Source: an optimization exercise on an open RTL-to-GDS flow (aim: small area and a short achievable clock period). Production flows keep margins and buffers that such runs may drop.
Where RTL was checked, it was by simulation tests only, not by an equivalence proof against the original.
No driver is modelled on the clock port, so clocking that relies on it looks cheaper here than on a real chip.
Power figures rest on the tool's default switching activity, not on a simulated workload.

==> flow/design.v <==
module g_inv(input a, output y);
    assign y = ~a;
endmodule
module g_nand3(input a, input b, input c, output y);
    assign y = ~(a & b & c);
endmodule
module g_nand4(input a, input b, input c, input d, output y);
    assign y = ~(a & b & c & d);
endmodule
module g_aoi22(input a1, input a2, input b1, input b2, output y);
    assign y = ~((a1 & a2) | (b1 & b2));
endmodule
module g_oai22(input a1, input a2, input b1, input b2, output y);
    assign y = ~((a1 | a2) & (b1 | b2));
endmodule
module g_and2(input a, input b, output y);
    assign y = a & b;
endmodule
module g_or2(input a, input b, output y);
    assign y = a | b;
endmodule
module g_ao22(input a1, input a2, input b1, input b2, output y);
    assign y = (a1 & a2) | (b1 & b2);
endmodule
module g_nor2(input a, input b, output y);
    assign y = ~(a | b);
endmodule
module g_oa211(input a1, input a2, input b, input c, output y);
    assign y = (a1 | a2) & b & c;
endmodule
module dec_lo(input [2:0] a, output [7:0] lo_n, output [7:0] lo);
    wire [2:0] an;
    genvar k;
    generate
        for (k = 0; k < 3; k = k + 1) begin : i
            g_inv m(.a(a[k]), .y(an[k]));
        end
        for (k = 0; k < 8; k = k + 1) begin : d
            g_nand3 m(.a(k & 1 ? a[0] : an[0]), .b(k & 2 ? a[1] : an[1]),
                      .c(k & 4 ? a[2] : an[2]), .y(lo_n[k]));
            g_inv   v(.a(lo_n[k]), .y(lo[k]));
        end
    endgenerate
endmodule
module dec_hi(input [2:0] a, input enable, input read_write,
              output [7:0] hi_n, output [7:0] hw_n, output rd);
    wire [2:0] an;
    wire       en_n, wr;
    g_inv  ie(.a(enable), .y(en_n));
    g_nor2 r(.a(en_n), .b(read_write), .y(rd));
    g_and2 w(.a(enable), .b(read_write), .y(wr));
    genvar k;
    generate
        for (k = 0; k < 3; k = k + 1) begin : i
            g_inv m(.a(a[k]), .y(an[k]));
        end
        for (k = 0; k < 8; k = k + 1) begin : d
            g_nand4 h(.a(rd), .b(k & 1 ? a[0] : an[0]), .c(k & 2 ? a[1] : an[1]),
                      .d(k & 4 ? a[2] : an[2]), .y(hi_n[k]));
            g_nand4 v(.a(wr), .b(k & 1 ? a[0] : an[0]), .c(k & 2 ? a[1] : an[1]),
                      .d(k & 4 ? a[2] : an[2]), .y(hw_n[k]));
        end
    endgenerate
endmodule
module rd_grp(input [7:0] d, input [7:0] sel, output y);
    wire [3:0] z;
    g_aoi22 o0(.a1(d[0]), .a2(sel[0]), .b1(d[1]), .b2(sel[1]), .y(z[0]));
    g_aoi22 o1(.a1(d[2]), .a2(sel[2]), .b1(d[3]), .b2(sel[3]), .y(z[1]));
    g_aoi22 o2(.a1(d[4]), .a2(sel[4]), .b1(d[5]), .b2(sel[5]), .y(z[2]));
    g_aoi22 o3(.a1(d[6]), .a2(sel[6]), .b1(d[7]), .b2(sel[7]), .y(z[3]));
    g_nand4 n(.a(z[0]), .b(z[1]), .c(z[2]), .d(z[3]), .y(y));
endmodule
module rd_col(input [7:0] g, input [7:0] sel_n, input rd, input q, output y);
    wire [3:0] z;
    wire [1:0] p;
    g_oai22 o0(.a1(g[0]), .a2(sel_n[0]), .b1(g[1]), .b2(sel_n[1]), .y(z[0]));
    g_oai22 o1(.a1(g[2]), .a2(sel_n[2]), .b1(g[3]), .b2(sel_n[3]), .y(z[1]));
    g_oai22 o2(.a1(g[4]), .a2(sel_n[4]), .b1(g[5]), .b2(sel_n[5]), .y(z[2]));
    g_oai22 o3(.a1(g[6]), .a2(sel_n[6]), .b1(g[7]), .b2(sel_n[7]), .y(z[3]));
    g_nor2 n0(.a(z[0]), .b(z[1]), .y(p[0]));
    g_nor2 n1(.a(z[2]), .b(z[3]), .y(p[1]));
    g_oa211 f(.a1(q), .a2(rd), .b(p[0]), .c(p[1]), .y(y));
endmodule
module memory_design(output reg [7:0] data_output, input [7:0] data_input, input [5:0] address, input enable, read_write, clk);
    wire [7:0] lo_n [0:3];
    wire [7:0] lo   [0:3];
    wire [7:0] hi_n, hw_n;
    wire       rd;
    dec_hi dh(.a(address[5:3]), .enable(enable), .read_write(read_write),
              .hi_n(hi_n), .hw_n(hw_n), .rd(rd));
    wire [7:0] word [0:63];
    wire [7:0] grp  [0:7];
    wire [7:0] nxt;
    genvar i, j, b;
    generate
        for (j = 0; j < 4; j = j + 1) begin : dl
            dec_lo m(.a(address[2:0]), .lo_n(lo_n[j]), .lo(lo[j]));
        end
        for (i = 0; i < 64; i = i + 1) begin : w
            reg  [7:0] q;
            wire [7:0] d;
            wire       we, we_n;
            g_nor2 e(.a(hw_n[i/8]), .b(lo_n[i/16][i%8]), .y(we));
            g_or2  n(.a(hw_n[i/8]), .b(lo_n[i/16][i%8]), .y(we_n));
            for (b = 0; b < 8; b = b + 1) begin : s
                g_ao22 m(.a1(data_input[b]), .a2(we), .b1(q[b]), .b2(we_n), .y(d[b]));
            end
            always @(posedge clk)
                q <= d;
            assign word[i] = q;
        end
        for (j = 0; j < 8; j = j + 1) begin : g
            for (b = 0; b < 8; b = b + 1) begin : c
                rd_grp m(.d({word[8*j+7][b], word[8*j+6][b], word[8*j+5][b], word[8*j+4][b],
                             word[8*j+3][b], word[8*j+2][b], word[8*j+1][b], word[8*j][b]}),
                         .sel(lo[j/2]), .y(grp[j][b]));
            end
        end
        for (b = 0; b < 8; b = b + 1) begin : r
            rd_col m(.g({grp[7][b], grp[6][b], grp[5][b], grp[4][b],
                         grp[3][b], grp[2][b], grp[1][b], grp[0][b]}),
                     .sel_n(hi_n), .rd(rd), .q(data_output[b]), .y(nxt[b]));
        end
    endgenerate
    always @(posedge clk)
        data_output <= nxt;
endmodule
clock: 3.0 ns
lec_check: 0
cap_margin: 20
core_margin: 2
core_utilization: 60
cts_cluster_diameter: 100
cts_cluster_size: 30
setup_slack_margin: 1.4
slew_margin: 20
synth_hierarchical: 1
standard.sh (not shown) runs the stock make flow with config.mk's settings and CLKGATE_MAP_FILE= SYNTH_SCRIPT=/design/flow/synth_recipe.tcl, a recipe that flattens the netlist after the stock synthesis.
==> flow/flow/run.sh <==
#!/bin/bash
# The standard layout with these changes:
# - the port buffers are buf_4 cells, not the resizer's default pick (a slow
#   delay buffer);
# - before floorplanning, combinational cells are set back to drive 1
#   (downsize.tcl), leaving their sizing to the flow's timing repairs;
# - the steps that size or insert cells don't use delay or low-power cells
#   (dontuse.tcl).
# Tool output goes to std.log.
F=$PWD/flow
bash standard.sh 'BUFFER_PORTS_ARGS=-buffer_cell sky130_fd_sc_hd__buf_4' \
  "PRE_FLOORPLAN_TCL=$F/pre_floorplan.tcl" \
  "PRE_GLOBAL_PLACE_TCL=$F/dontuse.tcl" \
  "PRE_RESIZE_TCL=$F/dontuse.tcl" \
  "PRE_DETAIL_PLACE_TCL=$F/dontuse.tcl" \
  "PRE_CTS_TCL=$F/dontuse.tcl" \
  "PRE_GLOBAL_ROUTE_TCL=$F/dontuse.tcl" \
  "PRE_REPAIR_TIMING_POST_PLACE_TCL=$F/dontuse.tcl" \
  finish > std.log 2>&1
==> flow/flow/dontuse.tcl <==
# Keep the timing repairs from picking slow delay and low-power cells for
# logic and port buffers.
set_dont_use {sky130_fd_sc_hd__clkinvlp_* sky130_fd_sc_hd__clkdlybuf4s* sky130_fd_sc_hd__dlygate* sky130_fd_sc_hd__dlymetal*}
==> flow/flow/downsize.tcl <==
# Before floorplanning: set every combinational cell that synthesis sized up
# back to its smallest (drive 1) variant of the same footprint; the timing
# repairs later in the flow size up what the layout's timing needs.
set db [ord::get_db]
set n 0
foreach inst [[ord::get_db_block] getInsts] {
  set name [[$inst getMaster] getName]
  if {![regexp {^(sky130_fd_sc_hd__[a-z0-9]+)_([0-9]+)$} $name -> base drive]} { continue }
  if {$drive == 1} { continue }
  if {[regexp {__(df|edf|sdf|sedf|dl|conb|tap|fill|decap|buf|clkbuf|clkdly|dlygate|dlymetal)} $base]} { continue }
  set m [$db findMaster ${base}_1]
  if {$m eq "NULL" || $m eq ""} { continue }
  $inst swapMaster $m
  incr n
}
puts "downsize.tcl: set $n cells to drive 1"
==> flow/flow/pre_floorplan.tcl <==
source [file join [file dirname [info script]] dontuse.tcl]
source [file join [file dirname [info script]] downsize.tcl]
The first run ran to the end with no violations.
Next try:
--- a/flow/design.v
+++ b/flow/design.v
@@ -14,14 +14,8 @@
     assign y = ~((a1 | a2) & (b1 | b2));
 endmodule
 module g_and2(input a, input b, output y);
     assign y = a & b;
-endmodule
-module g_or2(input a, input b, output y);
-    assign y = a | b;
-endmodule
-module g_ao22(input a1, input a2, input b1, input b2, output y);
-    assign y = (a1 & a2) | (b1 & b2);
 endmodule
 module g_nor2(input a, input b, output y);
     assign y = ~(a | b);
 endmodule
@@ -69,9 +63,9 @@
     g_aoi22 o2(.a1(d[4]), .a2(sel[4]), .b1(d[5]), .b2(sel[5]), .y(z[2]));
     g_aoi22 o3(.a1(d[6]), .a2(sel[6]), .b1(d[7]), .b2(sel[7]), .y(z[3]));
     g_nand4 n(.a(z[0]), .b(z[1]), .c(z[2]), .d(z[3]), .y(y));
 endmodule
-module rd_col(input [7:0] g, input [7:0] sel_n, input rd, input q, output y);
+module rd_col(input [7:0] g, input [7:0] sel_n, input rd, input q, output y, output yf);
     wire [3:0] z;
     wire [1:0] p;
     g_oai22 o0(.a1(g[0]), .a2(sel_n[0]), .b1(g[1]), .b2(sel_n[1]), .y(z[0]));
     g_oai22 o1(.a1(g[2]), .a2(sel_n[2]), .b1(g[3]), .b2(sel_n[3]), .y(z[1]));
@@ -79,8 +73,9 @@
     g_oai22 o3(.a1(g[6]), .a2(sel_n[6]), .b1(g[7]), .b2(sel_n[7]), .y(z[3]));
     g_nor2 n0(.a(z[0]), .b(z[1]), .y(p[0]));
     g_nor2 n1(.a(z[2]), .b(z[3]), .y(p[1]));
     g_oa211 f(.a1(q), .a2(rd), .b(p[0]), .c(p[1]), .y(y));
+    g_oa211 h(.a1(q), .a2(rd), .b(p[0]), .c(p[1]), .y(yf));
 endmodule
 module memory_design(output reg [7:0] data_output, input [7:0] data_input, input [5:0] address, input enable, read_write, clk);
     wire [7:0] lo_n [0:3];
     wire [7:0] lo   [0:3];
@@ -89,25 +84,20 @@
     dec_hi dh(.a(address[5:3]), .enable(enable), .read_write(read_write),
               .hi_n(hi_n), .hw_n(hw_n), .rd(rd));
     wire [7:0] word [0:63];
     wire [7:0] grp  [0:7];
-    wire [7:0] nxt;
+    wire [7:0] nxt, nxt_fb;
+    reg  [7:0] fb;       
     genvar i, j, b;
     generate
         for (j = 0; j < 4; j = j + 1) begin : dl
             dec_lo m(.a(address[2:0]), .lo_n(lo_n[j]), .lo(lo[j]));
         end
         for (i = 0; i < 64; i = i + 1) begin : w
-            reg  [7:0] q;
-            wire [7:0] d;
-            wire       we, we_n;
-            g_nor2 e(.a(hw_n[i/8]), .b(lo_n[i/16][i%8]), .y(we));
-            g_or2  n(.a(hw_n[i/8]), .b(lo_n[i/16][i%8]), .y(we_n));
-            for (b = 0; b < 8; b = b + 1) begin : s
-                g_ao22 m(.a1(data_input[b]), .a2(we), .b1(q[b]), .b2(we_n), .y(d[b]));
-            end
+            reg [7:0] q;
             always @(posedge clk)
-                q <= d;
+                if (~(hw_n[i/8] | lo_n[i/16][i%8]))
+                    q <= data_input;
             assign word[i] = q;
         end
         for (j = 0; j < 8; j = j + 1) begin : g
             for (b = 0; b < 8; b = b + 1) begin : c
@@ -118,10 +108,12 @@
         end
         for (b = 0; b < 8; b = b + 1) begin : r
             rd_col m(.g({grp[7][b], grp[6][b], grp[5][b], grp[4][b],
                          grp[3][b], grp[2][b], grp[1][b], grp[0][b]}),
-                     .sel_n(hi_n), .rd(rd), .q(data_output[b]), .y(nxt[b]));
+                     .sel_n(hi_n), .rd(rd), .q(fb[b]), .y(nxt[b]), .yf(nxt_fb[b]));
         end
     endgenerate
-    always @(posedge clk)
+    always @(posedge clk) begin
         data_output <= nxt;
+        fb          <= nxt_fb;
+    end
 endmodule
=>
- power is lower by 0.58%
- flip-flop and latch count went up by 8
- global-route usage goes down by 4.2 points
- first-iteration DRC count went down by 41%
- synthesized cell count decreases by 34%
- clock-buffer cell count went up by 7
- setup slack got worse by 35 ps
- wire length falls by 12%
- core utilization is higher by 3.2 points
- via count is lower by 26%
- worst hold slack gains 17 ps
- final cell count shrinks by 22%
- clock power barely changes
The RTL of the second run of this note was laid out without a check of its function.

-- static timing again, ports no longer ideal --
How much do the figures lean on ideal ports? The routed layouts below were timed once more, with nothing changed but the port constraints. Step 1 (the two cells are an assumption about what drives the block):
set clk [get_ports {clk}]
set_driving_cell -lib_cell sky130_fd_sc_hd__clkbuf_16 $clk
set_driving_cell -lib_cell sky130_fd_sc_hd__buf_2 [delete_from_list [all_inputs] $clk]
Step 2, shift: input delay + t, output delay - t, t = (earliest + latest rising clock arrival at the registers) / 2. This alone moves slack from input paths to output paths. a / b / c = ideal / step 1 / step 2; a / b = the first two.
run | shift t [ns] | setup WS [ns] | hold WS [ns] | worst setup path at the end | worst data-port slew with drivers (ns)
the first run | 0.611 | 1.335 / 1.288 / 0.706 | 0.474 / 0.450 / 0.485 | input to register | 0.08
the second run | 0.599 | 1.300 / 1.178 / 0.579 | 0.492 / 0.462 / 0.496 | input to register | 0.24
After both steps every run listed still meets setup and hold. The setup slack of the second run, which loses most, moves by -0.122 ns with the drivers and by -0.721 ns with both steps.
